Context: an optimization exercise on an open-source flow, tuned for small area, a short achievable clock period and few clock cycles. The choices shown serve that exercise and are no tape-out recipe.
No activity file was given, so power comes from the tool's default toggle rates.

==> inputs of run a <==
==> flow/design.v <==
module vsa16(clock, rst, PC, instruction, ALUOutput, datain, dataout, wr);
    input         clock;
    input         rst;
    output [11:0] PC;
    input  [15:0] instruction;
    output [15:0] ALUOutput;
    input  [15:0] datain;
    output [15:0] dataout;
    output        wr;
    reg [10:0] pc_q;                 
    reg [15:0] R1, R2, R3;           
    reg [15:0] xa;                   
    reg [15:0] xb;                   
    reg        xc;                   
    reg [2:0]  xf;                   
    reg        x_we;                 
    reg        x_ld;                 
    reg [1:0]  x_rd;
    reg        wr;                   
    reg [1:0]  x_rs2;                
    assign PC = {pc_q, 1'b0};
    wire [16:0] sum17 = {xa, xc} + {xb, xc};
    wire [15:0] sum = sum17[16:1];
    assign ALUOutput = sum;
    reg [15:0] res;
    always @(*) begin
        case (xf)
            3'd2: res = xa & xb;
            3'd3: res = xa | xb;
            3'd4: res = xa ^ xb;
            3'd5: res = {1'b0, xa[15:1]};
            default: res = sum;
        endcase
    end
    wire [15:0] wdata = x_ld ? datain : res;
    reg [15:0] sd;
    always @(*) begin
        case (x_rs2)
            2'd1: sd = R1;
            2'd2: sd = R2;
            2'd3: sd = R3;
            default: sd = 16'd0;
        endcase
    end
    assign dataout = sd;
    wire [2:0]  op  = instruction[2:0];
    wire [1:0]  rs1 = instruction[4:3];
    wire [1:0]  rs2 = instruction[6:5];
    wire [1:0]  rd  = instruction[8:7];
    wire [2:0]  fn  = instruction[11:9];    
    wire [15:0] imm = {{7{instruction[15]}}, instruction[15:7]};
    wire is_lw   = op == 3'd0;
    wire is_sw   = op == 3'd1;
    wire is_beqz = op == 3'd2;
    wire is_rr   = op == 3'd3;
    wire is_addi = op == 3'd4;
    wire is_subi = op == 3'd5;
    wire fwd1 = x_we && x_rd == rs1;
    wire fwd2 = x_we && x_rd == rs2;
    reg [15:0] A, B;
    always @(*) begin
        if (fwd1) A = wdata;
        else case (rs1)
            2'd1: A = R1;
            2'd2: A = R2;
            2'd3: A = R3;
            default: A = 16'd0;
        endcase
        if (fwd2) B = wdata;
        else case (rs2)
            2'd1: B = R1;
            2'd2: B = R2;
            2'd3: B = R3;
            default: B = 16'd0;
        endcase
    end
    wire        sub  = is_subi | (is_rr & fn == 3'd1);
    wire [15:0] op2  = is_rr ? B : imm;
    wire [2:0]  f    = (is_rr && fn > 3'd1) ? fn : 3'd0;
    wire [1:0] dest = is_rr ? rd : ((is_lw | is_addi | is_subi) ? rs2 : 2'd0);
    wire        taken = is_beqz & (A == 16'd0);
    wire [10:0] npc   = pc_q + 11'd1;
    wire [10:0] tpc   = pc_q + 11'd1 + imm[10:0];
    always @(posedge clock) begin
        xa    <= A;
        xb    <= sub ? ~op2 : op2;
        xc    <= sub;
        xf    <= f;
        x_ld  <= is_lw;
        x_rd  <= dest;
        x_rs2 <= rs2;
        if (rst) begin
            pc_q <= 11'd0;
            x_we <= 1'b0;
            wr   <= 1'b0;
        end else begin
            pc_q <= taken ? tpc : npc;
            x_we <= dest != 2'd0;
            wr   <= is_sw;
        end
    end
    always @(posedge clock) begin
        if (rst) begin
            R1 <= 16'd0;
            R2 <= 16'd0;
            R3 <= 16'd0;
        end else if (x_we) begin
            if (x_rd == 2'd1) R1 <= wdata;
            if (x_rd == 2'd2) R2 <= wdata;
            if (x_rd == 2'd3) R3 <= wdata;
        end
    end
endmodule
==> flow/flow/run.sh <==
#!/bin/bash
# Standard ORFS layout (the standard.sh, unchanged register set), with
# these settings changed on make's command line:
#  - port buffers are plain buf cells instead of the platform's default
#    delay-buffer choice;
#  - the resizer may swap cells across footprints (MATCH_CELL_FOOTPRINT=0),
#    so port buffers and other cells can be sized to the timing they see;
#  - SYNTH_OPERATIONS_ARGS=-nofsm
# Every tool's output is in orfs/logs/ (one log per ORFS step); make's own
# output is in flow_make.log.
set -euo pipefail
bash standard.sh MATCH_CELL_FOOTPRINT=0 \
  "BUFFER_PORTS_ARGS=-buffer_cell sky130_fd_sc_hd__buf_1" \
  SYNTH_OPERATIONS_ARGS=-nofsm \
  finish > flow_make.log 2>&1
==> flow/standard.sh <==
#!/bin/bash
# synth_recipe.tcl (not shown) runs the flow's synth.tcl, then flattens the netlist and writes it again
# the make line also repeats each setting of config.mk as NAME=value (left out here)
make -C /OpenROAD-flow-scripts/flow DESIGN_CONFIG=/design/flow/config.mk WORK_HOME=/design/flow/orfs CLKGATE_MAP_FILE= SYNTH_SCRIPT=/design/flow/synth_recipe.tcl "${@:-finish}"
==> flow/config.mk <==
export PLATFORM = sky130hd
export DESIGN_NAME = vsa16
export DESIGN_NICKNAME = vsa16
export VERILOG_FILES = /design/flow/design.v
export SDC_FILE = /design/flow/constraint.sdc
export NUM_CORES = 4
export LEC_CHECK = 0
export ABC_AREA = 1
export CAP_MARGIN = 20
export CORE_MARGIN = 2
export CORE_UTILIZATION = 40
export SETUP_SLACK_MARGIN = 3.5
export SLEW_MARGIN = 20
==> flow/constraint.sdc <==
create_clock -name core_clock -period 7.0 [get_ports {clock}]
set_input_delay 1.4000 -clock core_clock [delete_from_list [all_inputs] [get_ports {clock}]]
set_output_delay 1.4000 -clock core_clock [all_outputs]
set_load 0.01 [all_outputs]
==> run b (differences from run a) <==
==> flow/flow/run.sh (replaced) <==
#!/bin/bash
# Standard ORFS layout (the standard.sh, unchanged synthesis), with two
# placement/sizing settings changed:
#  - port buffers are plain buf cells instead of the platform's default
#    delay-buffer choice;
#  - the resizer may swap cells across footprints (MATCH_CELL_FOOTPRINT=0),
#    so port buffers and other cells can be sized to the timing they see.
# Every tool's output is in orfs/logs/ (one log per ORFS step); make's own
# output is in flow_make.log.
set -euo pipefail
bash standard.sh MATCH_CELL_FOOTPRINT=0 \
  "BUFFER_PORTS_ARGS=-buffer_cell sky130_fd_sc_hd__buf_1" \
  finish > flow_make.log 2>&1
SETUP_SLACK_MARGIN = 3.8   (was 3.5)
==> notes.md <==
Between run a and run b, the lower fmax is in run a (gap about 11%, measured against run b).
Clock skew is about the same in run a and run b.
Of run a and run b, run b has the higher utilization (gap 4.3 points).
In hold slack, run b and run a hardly differ.
In clock power, run a and run b hardly differ.
Between run b and run a, the lower global-route usage is in run a (gap 1.9 points).
Between run b and run a, the lower non-clock buffer count is in run a (gap 26).
Between run b and run a, the lower first-iteration DRC count is in run b (gap about 6.5%, measured against run a).
Between run b and run a, the lower sequential share of layout area is in run b (gap 3.0 points).
Between run b and run a, the lower register-to-register slack is in run a (gap 500 ps).
Sequential power is about the same in run a and run b.
Function was not checked in any run of this note: the RTL went through the layout flow alone.

-- re-timing with driven ports --
The results above use ideal ports. As a check the final layouts listed here were re-extracted and re-timed, cells and wires unchanged. Step 1: set_driving_cell puts a clkbuf_16 on clock and a buf_2 on each other input, an assumption about the parent block. Step 2 moves the port delays by t, midway between the first and last clock arrival at a register: inputs arrive t later, outputs are due t later. That takes back most of the time a late clock gives input paths. Slacks: no drivers / after step 1 / after step 2; pairs: no drivers / after step 1.
run	t, ns	slack for setup (ns)	cell pins on the clock port's net
run a	0.394	3.166 / 3.120 / 3.214	1
run b	0.385	3.593 / 3.556 / 3.396	1
After both steps every run listed still meets setup and hold. For run b, which loses most, drivers alone change the setup slack by -0.037 ns; drivers and shift together by -0.197 ns.
